This design comes from an exercise in tuning for small area on the open sky130 flow, not from production work.
Function was checked by simulation only, so behaviour that the tests miss may differ from the original.
Power figures rest on the tool's default switching activity, not on a simulated workload.

==> flow/design.v (excerpt) <==
module filter (i_clk, i_rst_n, i_data, o_data);
	input i_clk, i_rst_n;
	input  signed [17:0] i_data;
	output reg signed [17:0] o_data;
	reg [3:0] cnt;           
	reg started;             
	reg [197:0] ring;        
	reg [9:0] lo;            
	reg [10:0] hi;            
	reg cy;                  
	reg z;                   
	wire ins = (cnt == 4'd15);
	wire keep = ~ins & started;
	wire [17:0] r10 = ring[197:180];
	wire [17:0] rd0 = ring[35:18];
	wire [17:0] rd1 = ring[107:90];
	wire [17:0] rd2 = ring[161:144];
	reg [2:0] sel_d;
	reg neg_d, sh_d;
	always @(*) begin
		sel_d = 3'd0; neg_d = 1'b0; sh_d = 1'b0;
		case (cnt)
			4'd15: begin sel_d[2] = 1'b1; end
			4'd0: begin sel_d[2] = 1'b1; end
			4'd1: begin sel_d[0] = 1'b1; neg_d = 1'b1; end
			4'd2: begin sel_d[2] = 1'b1; end
			4'd3: begin sel_d[0] = 1'b1; sh_d = 1'b1; end
			4'd4: begin sel_d[0] = 1'b1; end
			4'd5: begin sel_d[1] = 1'b1; neg_d = 1'b1; end
			4'd6: begin sel_d[0] = 1'b1; neg_d = 1'b1; sh_d = 1'b1; end
			4'd7: begin sel_d[2] = 1'b1; neg_d = 1'b1; sh_d = 1'b1; end
			4'd8: begin sel_d[1] = 1'b1; end
			4'd9: begin sel_d[2] = 1'b1; neg_d = 1'b1; end
			4'd10: begin sel_d[2] = 1'b1; end
			4'd11: begin sel_d[1] = 1'b1; neg_d = 1'b1; end
			4'd12: begin sel_d[2] = 1'b1; neg_d = 1'b1; end
			4'd13: begin sel_d[1] = 1'b1; sh_d = 1'b1; end
			default: ;
		endcase
	end
	wire [2:0] sel = sel_d;
	wire neg = neg_d;
	wire sh = sh_d;
	wire [17:0] word = ({18{sel[0]}} & rd0) | ({18{sel[1]}} & rd1) | ({18{sel[2]}} & rd2);
	wire [17:0] tw = word ^ {18{neg}};    
	wire ld = ins;
	wire hs = ~ins & sh;
	wire hp = ~ins & ~sh;
	wire [9:0] lo_b = ({10{hs}} & {hi[0] ^ cy, lo[9:1]}) | ({10{hp}} & lo) | {5'd0, ld, 4'd0};
	wire [10:0] hi_b = ({11{hs}} & {hi[10], hi[10:1]}) | ({11{hp}} & hi);
	wire hi_ci = (hs & hi[0] & cy) | (hp & cy);
	wire [9:0] lo_t = tw[9:0];
	wire [10:0] hi_t = {{3{tw[17]}}, tw[17:10]};
	wire [10:0] la_c;
	wire [9:0] la_s;
	assign la_c[0] = neg;
	genvar la_i;
	generate for (la_i = 0; la_i < 10; la_i = la_i + 1) begin : la_g
  ...
export LEC_CHECK = 0
export CAP_MARGIN = 20
export CORE_MARGIN = 2
export CORE_UTILIZATION = 70
export CTS_CLUSTER_DIAMETER = 60
export CTS_CLUSTER_SIZE = 20
export PLACE_DENSITY = 0.8
export SLEW_MARGIN = 20
create_clock -name core_clock -period 6.0 [get_ports {i_clk}]
standard.sh (not shown) runs the stock make flow with config.mk's settings and CLKGATE_MAP_FILE= SYNTH_SCRIPT=/design/flow/synth_recipe.tcl, a recipe that flattens the netlist after the stock synthesis.
==> flow/flow/run.sh <==
#!/bin/bash
# Own layout flow: the standard flow (standard synthesis unchanged), with
#  - the smallest buffer (buf_1) on the ports instead of the default choice,
#  - clock tree of clkbuf_8 with sink clusters sized for this design, without dummy loads,
# The make output goes to standard.log in this folder; ORFS's own per-step
# logs are under orfs/logs.
set -euo pipefail
bash standard.sh \
  "BUFFER_PORTS_ARGS=-buffer_cell sky130_fd_sc_hd__buf_1" \
  "CTS_ARGS=-sink_clustering_enable -repair_clock_nets -dont_use_dummy_load -buf_list sky130_fd_sc_hd__clkbuf_8 -sink_clustering_size 20 -sink_clustering_max_diameter 60" \
  finish > standard.log 2>&1
Then changed:
--- a/flow/config.mk
+++ b/flow/config.mk
@@ -9,6 +9,5 @@
 export CORE_MARGIN = 2
-export CORE_UTILIZATION = 70
+export CORE_UTILIZATION = 40
 export CTS_CLUSTER_DIAMETER = 60
-export CTS_CLUSTER_SIZE = 20
-export PLACE_DENSITY = 0.8
+export CTS_CLUSTER_SIZE = 30
 export SLEW_MARGIN = 20
The new run passed the timing, DRC and antenna checks.
Utilization fell by 32 points.
Hold slack gets better by 0.015 ns.
Fmax rises by 1.6%.
Clock-buffer cell count does not change.
Wire length increases by 5.1%.
Then changed:
--- a/flow/config.mk
+++ b/flow/config.mk
@@ -9,5 +9,7 @@
 export CORE_MARGIN = 2
-export CORE_UTILIZATION = 40
+export CORE_UTILIZATION = 60
 export CTS_CLUSTER_DIAMETER = 60
-export CTS_CLUSTER_SIZE = 30
+export CTS_CLUSTER_SIZE = 20
+export GPL_TIMING_DRIVEN = 0
+export PLACE_DENSITY = 0.7
 export SLEW_MARGIN = 20
Effect:
- The changed run ran to the end with no violations
- total power barely changes
- combinational power climbs by a few percent
- register-to-register slack loses 0.13 ns
- sequential power stays flat
- non-clock buffer count came out higher by 24
- cell count drops by a few percent
- final area increases slightly
- sequential share of layout area fell by 0.80 points
Then changed:
--- a/flow/flow/run.sh
+++ b/flow/flow/run.sh
@@ -4,2 +4,4 @@
 #  - clock tree of clkbuf_8 with sink clusters sized for this design, without dummy loads,
+#  - power recovery (downsizing of cells off the critical paths) after global
+#    routing.
 # The make output goes to standard.log in this folder; ORFS's own per-step
@@ -10,2 +12,3 @@
   "CTS_ARGS=-sink_clustering_enable -repair_clock_nets -dont_use_dummy_load -buf_list sky130_fd_sc_hd__clkbuf_8 -sink_clustering_size 20 -sink_clustering_max_diameter 60" \
+  "RECOVER_POWER=100" \
   finish > standard.log 2>&1
--- a/flow/config.mk
+++ b/flow/config.mk
@@ -9,7 +9,5 @@
 export CORE_MARGIN = 2
-export CORE_UTILIZATION = 60
+export CORE_UTILIZATION = 40
 export CTS_CLUSTER_DIAMETER = 60
-export CTS_CLUSTER_SIZE = 20
-export GPL_TIMING_DRIVEN = 0
-export PLACE_DENSITY = 0.7
+export CTS_CLUSTER_SIZE = 30
 export SLEW_MARGIN = 20
The new run completed with no timing, DRC or antenna violations.
Synthesized area stays the same.
Setup slack improves by 0.13 ns.
Sequential share of layout area came out higher by 0.80 points.
Global-route usage came out lower by 6.4 points.
Combinational power came out lower by a few percent.
Critical path depth came out lower by 2.
Die area came out higher by well over a third.
Core utilization came out lower by 22 points.
Via count came out lower by a few percent.

Another version of the RTL of filter (not shown whole).
Size: about 250 flip-flops, about 38 I/O pins, roughly 7100 µm² of cells after synthesis.
Settings: LEC_CHECK=0, CAP_MARGIN=5, CORE_MARGIN=2, CORE_UTILIZATION=40, CTS_CLUSTER_DIAMETER=60, CTS_CLUSTER_SIZE=20, SLEW_MARGIN=5; clock period 6.0 ns.
==> flow/flow/run.sh <==
#!/bin/bash
# Own layout flow: the standard flow (standard synthesis unchanged), with
#  - the smallest buffer (buf_1) on the ports instead of the default choice,
#  - clock tree of clkbuf_8 with sink clusters sized for this design, without dummy loads,
#  - power recovery (downsizing of cells off the critical paths) after global
#    routing.
# The make output goes to standard.log in this folder; ORFS's own per-step
# logs are under orfs/logs.
set -euo pipefail
bash standard.sh \
  "BUFFER_PORTS_ARGS=-buffer_cell sky130_fd_sc_hd__buf_1" \
  "CTS_ARGS=-sink_clustering_enable -repair_clock_nets -dont_use_dummy_load -buf_list sky130_fd_sc_hd__clkbuf_8 -sink_clustering_size 20 -sink_clustering_max_diameter 60" \
  "RECOVER_POWER=100" \
  finish > standard.log 2>&1
Then changed:
==> flow/run.sh (new file) <==
#!/bin/bash
# synth_recipe.tcl (not shown) runs the flow's synth.tcl, then flattens the netlist and writes it again
# the make line also repeats each setting of config.mk as NAME=value (left out here)
make -C /OpenROAD-flow-scripts/flow DESIGN_CONFIG=/design/flow/config.mk WORK_HOME=/design/flow/orfs CLKGATE_MAP_FILE= SYNTH_SCRIPT=/design/flow/synth_recipe.tcl finish
CAP_MARGIN = 20   (was 5)
CTS_CLUSTER_DIAMETER = 50   (was 60)
SLEW_MARGIN = 20   (was 5)
removed: flow/flow/run.sh
removed: flow/standard.sh
Effect: Via count barely changes; flip-flop and latch count stays the same; total power rose by 21%; routed wire length barely changes; count of clock-buffer cells in the layout goes up by 2.
Then changed:
==> flow/flow/run.sh (new file) <==
#!/bin/bash
# Own layout flow: the standard flow (standard synthesis unchanged), with
#  - the smallest buffer (buf_1) on the ports instead of the default choice,
#  - clock tree sink clusters sized for this design, without dummy loads,
#  - power recovery (downsizing of cells off the critical paths) after global
#    routing.
# The make output goes to standard.log in this folder; ORFS's own per-step
# logs are under orfs/logs.
set -euo pipefail
bash standard.sh \
  "BUFFER_PORTS_ARGS=-buffer_cell sky130_fd_sc_hd__buf_1" \
  "CTS_ARGS=-sink_clustering_enable -repair_clock_nets -dont_use_dummy_load -sink_clustering_size 30 -sink_clustering_max_diameter 60" \
  "RECOVER_POWER=100" \
  finish > standard.log 2>&1
==> flow/standard.sh (new file) <==
#!/bin/bash
# synth_recipe.tcl (not shown) runs the flow's synth.tcl, then flattens the netlist and writes it again
# the make line also repeats each setting of config.mk as NAME=value (left out here)
make -C /OpenROAD-flow-scripts/flow DESIGN_CONFIG=/design/flow/config.mk WORK_HOME=/design/flow/orfs CLKGATE_MAP_FILE= SYNTH_SCRIPT=/design/flow/synth_recipe.tcl "${@:-finish}"
CTS_CLUSTER_DIAMETER = 60   (was 50)
CTS_CLUSTER_SIZE = 30   (was 20)
removed: flow/run.sh
Result: Non-clock buffer count increases by 2. Setup slack improved by 9.5 ps. Clock-buffer cell count decreases by 4. Die area does not change. Maximum frequency hardly moves. Area after synthesis does not change. Power decreases by 10%. Global-route usage stays flat. Sequential share of layout area increases by 3.3 points.

The RTL this note starts from:
==> flow/design.v <==
`timescale 1ns / 1ps
module filter (i_clk, i_rst_n, i_data, o_data);
	input i_clk, i_rst_n;
	input  signed [17:0] i_data;
	output reg signed [17:0] o_data;
	reg [3:0] cnt;           
	reg started;             
	reg [197:0] ring;        
	reg [9:0] lo;            
	reg [10:0] hi;            
	reg cy;                  
	reg z;                   
	wire ins = (cnt == 4'd15);
	wire keep = ~ins & started;
	wire [17:0] r10 = ring[197:180];
	wire [17:0] rd0 = ring[35:18];
	wire [17:0] rd1 = ring[107:90];
	wire [17:0] rd2 = ring[161:144];
	reg [2:0] sel_d;
	reg neg_d, sh_d;
	always @(*) begin
		sel_d = 3'd0; neg_d = 1'b0; sh_d = 1'b0;
		case (cnt + 4'd1)
			4'd15: begin sel_d[2] = 1'b1; end
			4'd0: begin sel_d[2] = 1'b1; end
			4'd1: begin sel_d[0] = 1'b1; neg_d = 1'b1; end
			4'd2: begin sel_d[2] = 1'b1; end
			4'd3: begin sel_d[0] = 1'b1; sh_d = 1'b1; end
			4'd4: begin sel_d[0] = 1'b1; end
			4'd5: begin sel_d[1] = 1'b1; neg_d = 1'b1; end
			4'd6: begin sel_d[0] = 1'b1; neg_d = 1'b1; sh_d = 1'b1; end
			4'd7: begin sel_d[2] = 1'b1; neg_d = 1'b1; sh_d = 1'b1; end
			4'd8: begin sel_d[1] = 1'b1; end
			4'd9: begin sel_d[2] = 1'b1; neg_d = 1'b1; end
			4'd10: begin sel_d[2] = 1'b1; end
			4'd11: begin sel_d[1] = 1'b1; neg_d = 1'b1; end
			4'd12: begin sel_d[2] = 1'b1; neg_d = 1'b1; end
			4'd13: begin sel_d[1] = 1'b1; sh_d = 1'b1; end
			default: ;
		endcase
	end
	reg [2:0] sel;
	reg neg, sh;
	always @(posedge i_clk) begin
		sel <= sel_d; neg <= neg_d; sh <= sh_d;
	end
	wire [17:0] word = ({18{sel[0]}} & rd0) | ({18{sel[1]}} & rd1) | ({18{sel[2]}} & rd2);
	wire [17:0] tw = word ^ {18{neg}};    
	wire ld = ins;
	wire hs = ~ins & sh;
	wire hp = ~ins & ~sh;
	wire [9:0] lo_b = ({10{hs}} & {hi[0] ^ cy, lo[9:1]}) | ({10{hp}} & lo) | {5'd0, ld, 4'd0};
	wire [10:0] hi_b = ({11{hs}} & {hi[10], hi[10:1]}) | ({11{hp}} & hi);
	wire hi_ci = (hs & hi[0] & cy) | (hp & cy);
	wire [9:0] lo_t = tw[9:0];
	wire [10:0] hi_t = {{3{tw[17]}}, tw[17:10]};
	wire [10:0] la_c;
	wire [9:0] la_s;
	assign la_c[0] = neg;
	genvar la_i;
	generate for (la_i = 0; la_i < 10; la_i = la_i + 1) begin : la_g
		assign la_s[la_i] = lo_b[la_i] ^ lo_t[la_i] ^ la_c[la_i];
		assign la_c[la_i + 1] = (lo_b[la_i] & lo_t[la_i]) | (la_c[la_i] & (lo_b[la_i] ^ lo_t[la_i]));
	end endgenerate
	wire [11:0] ha_c;
	wire [10:0] ha_s;
	assign ha_c[0] = hi_ci;
	genvar ha_i;
	generate for (ha_i = 0; ha_i < 11; ha_i = ha_i + 1) begin : ha_g
		assign ha_s[ha_i] = hi_b[ha_i] ^ hi_t[ha_i] ^ ha_c[ha_i];
		assign ha_c[ha_i + 1] = (hi_b[ha_i] & hi_t[ha_i]) | (ha_c[ha_i] & (hi_b[ha_i] ^ hi_t[ha_i]));
	end endgenerate
	wire [20:0] acc = {hi, lo};
	wire ovf = ~((acc[20] == acc[19]) && (acc[20] == acc[18]));
	wire tie = z & ~acc[0];
	wire en = ins & started;
	wire en_v = en & ~ovf;
	wire en_p = en & ovf & ~acc[20];    
	wire en_n = en & ovf & acc[20];     
	wire [17:0] val = {acc[18:2], acc[1] & ~tie};
	wire [17:0] o_nx = ({18{en_v}} & val) | {en_n, {17{en_p}}} | ({18{~en}} & o_data);
	always @(posedge i_clk, negedge i_rst_n)
		if (!i_rst_n) begin
			cnt <= 4'd0;
			started <= 1'b0;
			o_data <= 18'd0;
		end else begin
			cnt <= cnt + 4'd1;
			started <= started | ins;
			o_data <= o_nx;
		end
	always @(posedge i_clk) begin
		ring <= {ring[179:0], ({18{ins}} & i_data) | ({18{keep}} & r10)};
		lo <= la_s;
		cy <= la_c[10];
		hi <= ha_s;
		z <= ld | (z & ~(hs & lo[0]));
	end
endmodule
Settings: LEC_CHECK=0, CAP_MARGIN=20, CORE_MARGIN=2, CORE_UTILIZATION=40, CTS_CLUSTER_DIAMETER=60, CTS_CLUSTER_SIZE=30, SLEW_MARGIN=20; clock period 6.0 ns.
run.sh (not shown) runs the stock make flow with config.mk's settings and CLKGATE_MAP_FILE= SYNTH_SCRIPT=/design/flow/synth_recipe.tcl, a recipe that flattens the netlist after the stock synthesis.
Stock flow here: none of the scripts above is used.
The baseline ran to the end with no violations.
Change:
==> flow/flow/run.sh (new file) <==
#!/bin/bash
# Own layout flow: the standard flow (standard synthesis unchanged), with
#  - the smallest buffer (buf_1) on the ports instead of the default choice,
#  - clock tree of clkbuf_8 with sink clusters sized for this design, without dummy loads,
#  - power recovery (downsizing of cells off the critical paths) after global
#    routing.
# The make output goes to standard.log in this folder; ORFS's own per-step
# logs are under orfs/logs.
set -euo pipefail
bash standard.sh \
  "BUFFER_PORTS_ARGS=-buffer_cell sky130_fd_sc_hd__buf_1" \
  "CTS_ARGS=-sink_clustering_enable -repair_clock_nets -dont_use_dummy_load -buf_list sky130_fd_sc_hd__clkbuf_8 -sink_clustering_size 20 -sink_clustering_max_diameter 60" \
  "RECOVER_POWER=100" \
  finish > standard.log 2>&1
==> flow/standard.sh (new file) <==
#!/bin/bash
# synth_recipe.tcl (not shown) runs the flow's synth.tcl, then flattens the netlist and writes it again
# the make line also repeats each setting of config.mk as NAME=value (left out here)
make -C /OpenROAD-flow-scripts/flow DESIGN_CONFIG=/design/flow/config.mk WORK_HOME=/design/flow/orfs CLKGATE_MAP_FILE= SYNTH_SCRIPT=/design/flow/synth_recipe.tcl "${@:-finish}"
removed: flow/run.sh
What happened: Maximum frequency increases by 0.51%; global-route usage increases by 0.10 points; final cell count decreases by 0.49%.

[re-timing with driven ports]
In the flow no input, the clock included, has a driving cell. The finished layouts below were timed again as built, in two steps.
Step 1 (the two cells are an assumption about what drives the block):
set clk [get_ports {i_clk}]
set_driving_cell -lib_cell sky130_fd_sc_hd__clkbuf_16 $clk
set_driving_cell -lib_cell sky130_fd_sc_hd__buf_2 [delete_from_list [all_inputs] $clk]
Step 2 moves the port delays by t, midway between the first and last clock arrival at a register: inputs arrive t later, outputs are due t later. That takes back most of the time a late clock gives input paths.
Slacks: ideal ports / drivers / drivers and shift; pairs: ideal ports / drivers.
| run | t, ns | setup slack, ns | latest minus earliest clock arrival (ns) | slew at the worst register clock pin (ns) | cell pins on the clock port's net |
|---|---|---|---|---|---|
| the first run of note 1 | 0.502 | 0.100 / 0.100 / 0.100 | 0.079 / 0.079 | 0.12 / 0.12 | 1 |
| the second run of note 1 | 0.510 | 0.191 / 0.191 / 0.191 | 0.061 / 0.061 | 0.12 / 0.12 | 1 |
| the third run of note 1 | 0.502 | 0.058 / 0.058 / 0.058 | 0.053 / 0.053 | 0.12 / 0.12 | 1 |
| the fourth run of note 1 | 0.510 | 0.191 / 0.191 / 0.191 | 0.061 / 0.061 | 0.12 / 0.12 | 1 |
| the first run of note 2 | 0.522 | 0.254 / 0.254 / 0.254 | 0.046 / 0.046 | 0.12 / 0.12 | 1 |
| the second run of note 2 | 0.514 | 0.256 / 0.256 / 0.256 | 0.011 / 0.011 | 0.08 / 0.08 | 1 |
| the third run of note 2 | 0.507 | 0.266 / 0.266 / 0.266 | 0.073 / 0.074 | 0.10 / 0.10 | 1 |
| the first run of note 3 | 0.510 | 0.225 / 0.225 / 0.225 | 0.016 / 0.016 | 0.10 / 0.10 | 1 |
| the second run of note 3 | 0.522 | 0.254 / 0.254 / 0.254 | 0.046 / 0.046 | 0.12 / 0.12 | 1 |
After both steps every run listed still meets setup and hold.
